Source: an optimization exercise on an open RTL-to-GDS flow (aim: small area). Production flows keep margins and buffers that such runs may drop. In this exercise RTL edits were held to simulation tests only and were not proved equivalent to the original. No driver is modelled on the clock port, so clock power and skew are understated where the tree is cut down; a real chip needs a root buffer or a tree.

## FSM
module FSM(
    input clk,
    input rst,
    input btnL,
    input btnR,
    input [7:0] sw,
    output [3:0] an,
    output reg [6:0] seg,
    output reg [3:0] led
    );
==> flow/config.mk <==
export PLATFORM = sky130hd
export DESIGN_NAME = FSM
export DESIGN_NICKNAME = FSM
export VERILOG_FILES = /design/flow/design.v
export SDC_FILE = /design/flow/constraint.sdc
export NUM_CORES = 4
export LEC_CHECK = 0
export ABC_AREA = 1
export CAP_MARGIN = 20
export CORE_AREA = 2.3 2.72 60.7 60.3
export DIE_AREA = 0 0 63 63
export SLEW_MARGIN = 20
==> flow/constraint.sdc <==
create_clock -name core_clock -period 10.0 [get_ports {clk}]
set_input_delay 2.0000 -clock core_clock [delete_from_list [all_inputs] [get_ports {clk}]]
set_output_delay 2.0000 -clock core_clock [all_outputs]
set_load 0.01 [all_outputs]
standard.sh (not shown) runs the stock make flow with config.mk's settings and CLKGATE_MAP_FILE= SYNTH_SCRIPT=/design/flow/synth_recipe.tcl, a recipe that flattens the netlist after the stock synthesis.
==> flow/flow/run.sh <==
#!/bin/bash
# Layout flow:
# 1. the standard synthesis script, without the adder-cell extraction;
# 2. its combinational logic re-mapped for area by ABC in rounds: each round
#    starts several seeded runs (deepsyn, then mapping) from the smallest
#    netlist so far; flip-flops are untouched and the result is proven equal
#    to step 1's netlist with yosys;
# 3. the standard ORFS layout, with buf_1 port buffers and the clock buffered
#    by flow/clkbuf.tcl (one buffer placed with the design, or a few buffers)
#    in place of TritonCTS's tree.
set -uo pipefail
W=$(pwd)
RES=$W/orfs/results/$FLOW_PLATFORM/FSM/base
LIB=$FLOW_HOME/platforms/sky130hd/lib/sky130_fd_sc_hd__tt_025C_1v80.lib
P=${NUM_CORES:-4}
ROUNDS=8

bash standard.sh ADDER_MAP_FILE= $RES/1_2_yosys.v > 1_synth.log 2>&1 || exit 1
cp $RES/1_2_yosys.v $W/synth_std.v

subst() {  # template out in.v out.v abc-script
  sed -e "s|@LIB@|$LIB|g" -e "s|@IN@|$3|g" -e "s|@OUT@|$4|g" \
      -e "s|@ABC@|$5|g" -e "s|@TOP@|$FLOW_TOP|g" "$1" > "$2"
}
area_of() { grep "Chip area" "$1" 2>/dev/null | tail -1 | awk '{print $NF}'; }

mkdir -p rs
best=$W/synth_std.v
best_area=1e9
for r in $(seq 1 $ROUNDS); do
  for c in $(seq 1 $P); do
    seed=$(( (r * P + c) % 101 ))
    if [ $c -eq $P ]; then map="&get -n; &dch -f; &nf -a -p -R 1000; &put"; else map="dch -f; amap"; fi
    echo "strash; &get -n; &deepsyn -T 20 -S $seed; &put; $map" | tr ';' '\n' > rs/r${r}_$c.abc
    subst flow/resynth.ys rs/r${r}_$c.ys $best $W/rs/r${r}_$c.v $W/rs/r${r}_$c.abc
  done
  for c in $(seq 1 $P); do echo $c; done | \
    xargs -P $P -I{} sh -c "yosys -s rs/r${r}_{}.ys > rs/r${r}_{}.log 2>&1"
  for c in $(seq 1 $P); do
    a=$(area_of rs/r${r}_$c.log)
    [ -z "$a" ] && continue
    if awk "BEGIN{exit !($a < $best_area)}"; then best=$W/rs/r${r}_$c.v; best_area=$a; fi
  done
  echo "round $r: best so far $best_area ($best)"
done

if [ "$best" != "$W/synth_std.v" ]; then
  subst flow/equiv.ys equiv.ys $W/synth_std.v $best none
  if yosys -s equiv.ys > 2_equiv.log 2>&1; then
    echo "re-mapped netlist $best ($best_area) proven equal; using it"
    cp $best $RES/1_2_yosys.v
    touch $RES/1_2_yosys.v
  else
    echo "re-mapped netlist not proven equal; keeping the standard netlist"
  fi
fi

export FLOW_FLOW_DIR=$W/flow
export FLOW_CLOCK_SLEW_LIMIT=0.108
export FLOW_EARLY_CLOCK_BUFFER=sky130_fd_sc_hd__clkbuf_4
bash standard.sh \
  "BUFFER_PORTS_ARGS=-buffer_cell sky130_fd_sc_hd__buf_1" \
  "PRE_GLOBAL_PLACE_TCL=$W/flow/pre_place.tcl" \
  "PRE_CTS_TCL=$W/flow/pre_cts.tcl" \
  finish > 3_layout.log 2>&1 || exit 1
==> flow/flow/clkbuf.tcl <==
# Drive the clock port's sinks through a few clock buffers, one per group of
# sinks; the groups come from recursive bisection of the sink locations, and
# each buffer is placed at its group's centroid. This replaces TritonCTS's
# two-level tree, which is larger than this small design needs.
proc my_split_groups { items nparts } {
  # items: list of {x y iterm}; returns a list of nparts groups
  if {$nparts <= 1 || [llength $items] <= 1} { return [list $items] }
  set xs [lmap it $items {lindex $it 0}]
  set ys [lmap it $items {lindex $it 1}]
  set dx [expr {[tcl::mathfunc::max {*}$xs] - [tcl::mathfunc::min {*}$xs]}]
  set dy [expr {[tcl::mathfunc::max {*}$ys] - [tcl::mathfunc::min {*}$ys]}]
  set key [expr {$dx >= $dy ? 0 : 1}]
  set sorted [lsort -integer -index $key $items]
  set n1 [expr {$nparts / 2}]
  set cut [expr {int(round(double([llength $items]) * $n1 / $nparts))}]
  set a [lrange $sorted 0 [expr {$cut - 1}]]
  set b [lrange $sorted $cut end]
  return [concat [my_split_groups $a $n1] [my_split_groups $b [expr {$nparts - $n1}]]]
}

proc my_clock_buffers { master_name nbuf } {
  set db [ord::get_db]
  set block [ord::get_db_block]
  set port_net [$block findNet clk]
  set master [$db findMaster $master_name]
  set items {}
  foreach it [$port_net getITerms] {
    set b [[$it getInst] getBBox]
    lappend items [list [expr {([$b xMin] + [$b xMax]) / 2}] [expr {([$b yMin] + [$b yMax]) / 2}] $it]
  }
  $port_net setSigType CLOCK
  set k 0
  foreach group [my_split_groups $items $nbuf] {
    set buf [odb::dbInst_create $block $master clkbuf_$k]
    set net [odb::dbNet_create $block clknet_$k]
    $net setSigType CLOCK
    set sx 0; set sy 0
    foreach item $group {
      set it [lindex $item 2]
      $it disconnect
      $it connect $net
      incr sx [lindex $item 0]; incr sy [lindex $item 1]
    }
    set c [llength $group]
    [$buf findITerm A] connect $port_net
    [$buf findITerm X] connect $net
    $buf setLocation [expr {$sx / $c - [$master getWidth] / 2}] [expr {$sy / $c - [$master getHeight] / 2}]
    $buf setPlacementStatus PLACED
    puts "clock buffer clkbuf_$k ($master_name) drives $c sinks"
    incr k
  }
}

proc my_undo_clock_buffers { } {
  set block [ord::get_db_block]
  set port_net [$block findNet clk]
  foreach inst [$block getInsts] {
    if {![string match clkbuf_* [$inst getName]]} { continue }
    set net [[$inst findITerm X] getNet]
    foreach it [$net getITerms] {
      if {[$it getInst] == $inst} { continue }
      $it disconnect
      $it connect $port_net
    }
    odb::dbInst_destroy $inst
    odb::dbNet_destroy $net
  }
}

proc my_max_clock_slew { } {
  estimate_parasitics -placement
  set worst 0.0
  foreach pin [get_pins */CLK] {
    set s [get_property $pin slew_max]
    if {$s > $worst} { set worst $s }
  }
  return $worst
}

proc my_clock_tree { limit } {
  # {cell count}, in order of total area
  set configs {
    {sky130_fd_sc_hd__clkbuf_8 1} {sky130_fd_sc_hd__clkbuf_4 2}
    {sky130_fd_sc_hd__buf_12 1} {sky130_fd_sc_hd__buf_6 2}
    {sky130_fd_sc_hd__clkbuf_4 3} {sky130_fd_sc_hd__clkbuf_16 1}
    {sky130_fd_sc_hd__clkbuf_8 2} {sky130_fd_sc_hd__buf_8 2}
    {sky130_fd_sc_hd__clkbuf_4 4} {sky130_fd_sc_hd__buf_6 3}
    {sky130_fd_sc_hd__buf_12 2} {sky130_fd_sc_hd__clkbuf_8 3}
    {sky130_fd_sc_hd__buf_8 3} {sky130_fd_sc_hd__clkbuf_8 4}
  }
  set_propagated_clock [all_clocks]
  foreach cfg $configs {
    my_clock_buffers {*}$cfg
    set s [my_max_clock_slew]
    puts "clock buffers $cfg: estimated worst clock-pin slew $s"
    if {$s <= $limit} {
      unset_propagated_clock [all_clocks]
      return
    }
    my_undo_clock_buffers
  }
  my_clock_buffers {*}[lindex $configs end]
  unset_propagated_clock [all_clocks]
}
==> flow/flow/pre_cts.tcl <==
# PRE_CTS hook: replace TritonCTS with the clock buffering of clkbuf.tcl.
# If the early clock buffer meets the slew limit it is kept; else it is
# upsized, and failing that replaced by my_clock_tree's buffers.
source $::env(FLOW_FLOW_DIR)/clkbuf.tcl
rename clock_tree_synthesis my_tritoncts
proc clock_tree_synthesis { args } {
  set limit $::env(FLOW_CLOCK_SLEW_LIMIT)
  set block [ord::get_db_block]
  set buf [$block findInst clkbuf_0]
  if {$buf != "NULL"} {
    $buf setDoNotTouch 0
    set_propagated_clock [all_clocks]
    foreach m {sky130_fd_sc_hd__clkbuf_4 sky130_fd_sc_hd__clkbuf_8 sky130_fd_sc_hd__clkbuf_16} {
      set master [[ord::get_db] findMaster $m]
      if {[[$buf getMaster] getArea] > [$master getArea]} { continue }
      $buf swapMaster $master
      set s [my_max_clock_slew]
      puts "early clock buffer as $m: estimated worst clock-pin slew $s"
      if {$s <= $limit} {
        unset_propagated_clock [all_clocks]
        return
      }
    }
    unset_propagated_clock [all_clocks]
    my_undo_clock_buffers
  }
  my_clock_tree $limit
}
==> flow/flow/pre_place.tcl <==
# PRE_GLOBAL_PLACE hook: put one clock buffer between the clock port and all
# flip-flops before global placement, so the placer keeps the clock net short.
# It is marked don't-touch so that remove_buffers leaves it; the PRE_CTS hook
# clears the mark.
source $::env(FLOW_FLOW_DIR)/clkbuf.tcl
my_clock_buffers $::env(FLOW_EARLY_CLOCK_BUFFER) 1
[[ord::get_db_block] findInst clkbuf_0] setDoNotTouch 1
Other scripts of this flow, unchanged in this note and not shown: flow/flow/equiv.ys, flow/flow/resynth.ys
==> next run, changes <==
--- a/flow/flow/clkbuf.tcl
+++ b/flow/flow/clkbuf.tcl
@@ -79,13 +79,9 @@
 
 proc my_clock_tree { limit } {
-  # {cell count}, in order of total area
   set configs {
     {sky130_fd_sc_hd__clkbuf_8 1} {sky130_fd_sc_hd__clkbuf_4 2}
-    {sky130_fd_sc_hd__buf_12 1} {sky130_fd_sc_hd__buf_6 2}
     {sky130_fd_sc_hd__clkbuf_4 3} {sky130_fd_sc_hd__clkbuf_16 1}
-    {sky130_fd_sc_hd__clkbuf_8 2} {sky130_fd_sc_hd__buf_8 2}
-    {sky130_fd_sc_hd__clkbuf_4 4} {sky130_fd_sc_hd__buf_6 3}
-    {sky130_fd_sc_hd__buf_12 2} {sky130_fd_sc_hd__clkbuf_8 3}
-    {sky130_fd_sc_hd__buf_8 3} {sky130_fd_sc_hd__clkbuf_8 4}
+    {sky130_fd_sc_hd__clkbuf_8 2} {sky130_fd_sc_hd__clkbuf_4 4}
+    {sky130_fd_sc_hd__clkbuf_8 3} {sky130_fd_sc_hd__clkbuf_8 4}
   }
   set_propagated_clock [all_clocks]
What happened: Worst setup slack got worse by 0.064 ns; final cell count decreases by 0.31%; area after synthesis is about the same; global-route usage went up by 0.61 points; sequential cell count stays the same; final area hardly moves.
==> next run, changes <==
--- a/flow/flow/run.sh
+++ b/flow/flow/run.sh
@@ -7,6 +7,5 @@
 #    to step 1's netlist with yosys;
 # 3. the standard ORFS layout, with buf_1 port buffers and the clock buffered
-#    by flow/clkbuf.tcl (one buffer placed with the design, or a few buffers)
-#    in place of TritonCTS's tree.
+#    by a few buffers from flow/clkbuf.tcl in place of TritonCTS's tree.
 set -uo pipefail
 W=$(pwd)
@@ -14,5 +13,5 @@
 LIB=$FLOW_HOME/platforms/sky130hd/lib/sky130_fd_sc_hd__tt_025C_1v80.lib
 P=${NUM_CORES:-4}
-ROUNDS=8
+ROUNDS=12
 
 bash standard.sh ADDER_MAP_FILE= $RES/1_2_yosys.v > 1_synth.log 2>&1 || exit 1
@@ -57,9 +56,7 @@
 
 export FLOW_FLOW_DIR=$W/flow
-export FLOW_CLOCK_SLEW_LIMIT=0.108
-export FLOW_EARLY_CLOCK_BUFFER=sky130_fd_sc_hd__clkbuf_4
+export FLOW_CLOCK_SLEW_LIMIT=0.110
 bash standard.sh \
   "BUFFER_PORTS_ARGS=-buffer_cell sky130_fd_sc_hd__buf_1" \
-  "PRE_GLOBAL_PLACE_TCL=$W/flow/pre_place.tcl" \
   "PRE_CTS_TCL=$W/flow/pre_cts.tcl" \
   finish > 3_layout.log 2>&1 || exit 1
--- a/flow/flow/clkbuf.tcl
+++ b/flow/flow/clkbuf.tcl
@@ -79,9 +79,13 @@
 
 proc my_clock_tree { limit } {
+  # {cell count}, in order of total area
   set configs {
     {sky130_fd_sc_hd__clkbuf_8 1} {sky130_fd_sc_hd__clkbuf_4 2}
+    {sky130_fd_sc_hd__buf_12 1} {sky130_fd_sc_hd__buf_6 2}
     {sky130_fd_sc_hd__clkbuf_4 3} {sky130_fd_sc_hd__clkbuf_16 1}
-    {sky130_fd_sc_hd__clkbuf_8 2} {sky130_fd_sc_hd__clkbuf_4 4}
-    {sky130_fd_sc_hd__clkbuf_8 3} {sky130_fd_sc_hd__clkbuf_8 4}
+    {sky130_fd_sc_hd__clkbuf_8 2} {sky130_fd_sc_hd__buf_8 2}
+    {sky130_fd_sc_hd__clkbuf_4 4} {sky130_fd_sc_hd__buf_6 3}
+    {sky130_fd_sc_hd__buf_12 2} {sky130_fd_sc_hd__clkbuf_8 3}
+    {sky130_fd_sc_hd__buf_8 3} {sky130_fd_sc_hd__clkbuf_8 4}
   }
   set_propagated_clock [all_clocks]
==> flow/flow/pre_cts.tcl (replaced) <==
# PRE_CTS hook: replace TritonCTS with the clock buffering of clkbuf.tcl;
# cts.tcl then legalizes the placement and repairs timing as usual.
source $::env(FLOW_FLOW_DIR)/clkbuf.tcl
rename clock_tree_synthesis my_tritoncts
proc clock_tree_synthesis { args } {
  my_clock_tree $::env(FLOW_CLOCK_SLEW_LIMIT)
}
--- a/flow/config.mk
+++ b/flow/config.mk
@@ -10,3 +10,4 @@
 export CORE_AREA = 2.3 2.72 60.7 60.3
 export DIE_AREA = 0 0 63 63
+export GPL_TIMING_DRIVEN = 0
 export SLEW_MARGIN = 20
removed: flow/flow/pre_place.tcl
After rerunning:
- The new run finished with timing, DRC and antenna clean
- wire length shrinks by about 3%
- final cell count grows by 1.9%
- area after synthesis stays flat
No run of this note takes its clock network from TritonCTS; it comes from the design's own scripts or RTL.

-- separate check: timing with driven ports --
How much do the figures lean on ideal ports? The routed layouts below were timed once more, with nothing changed but the port constraints. Step 1 assumes that a clkbuf_16 drives the clock port and a buf_2 every other input. Step 2, shift: input delay + t, output delay - t, t = (earliest + latest rising clock arrival at the registers) / 2. This alone moves slack from input paths to output paths. Slacks: no drivers / after step 1 / after step 2; pairs: no drivers / after step 1.
run	t (ns)	setup slack, ns	worst setup path at the end	worst slew at a driven data input, ns
the first run	0.162	4.917 / 4.942 / 4.781	input to register	0.03
the second run	0.181	4.853 / 4.810 / 4.991	register to output	0.03
the third run	0.163	5.390 / 5.410 / 5.247	input to register	0.03
After both steps every run listed still meets setup and hold. The setup slack of the third run, which loses most, moves by +0.020 ns with the drivers and by -0.143 ns with both steps.
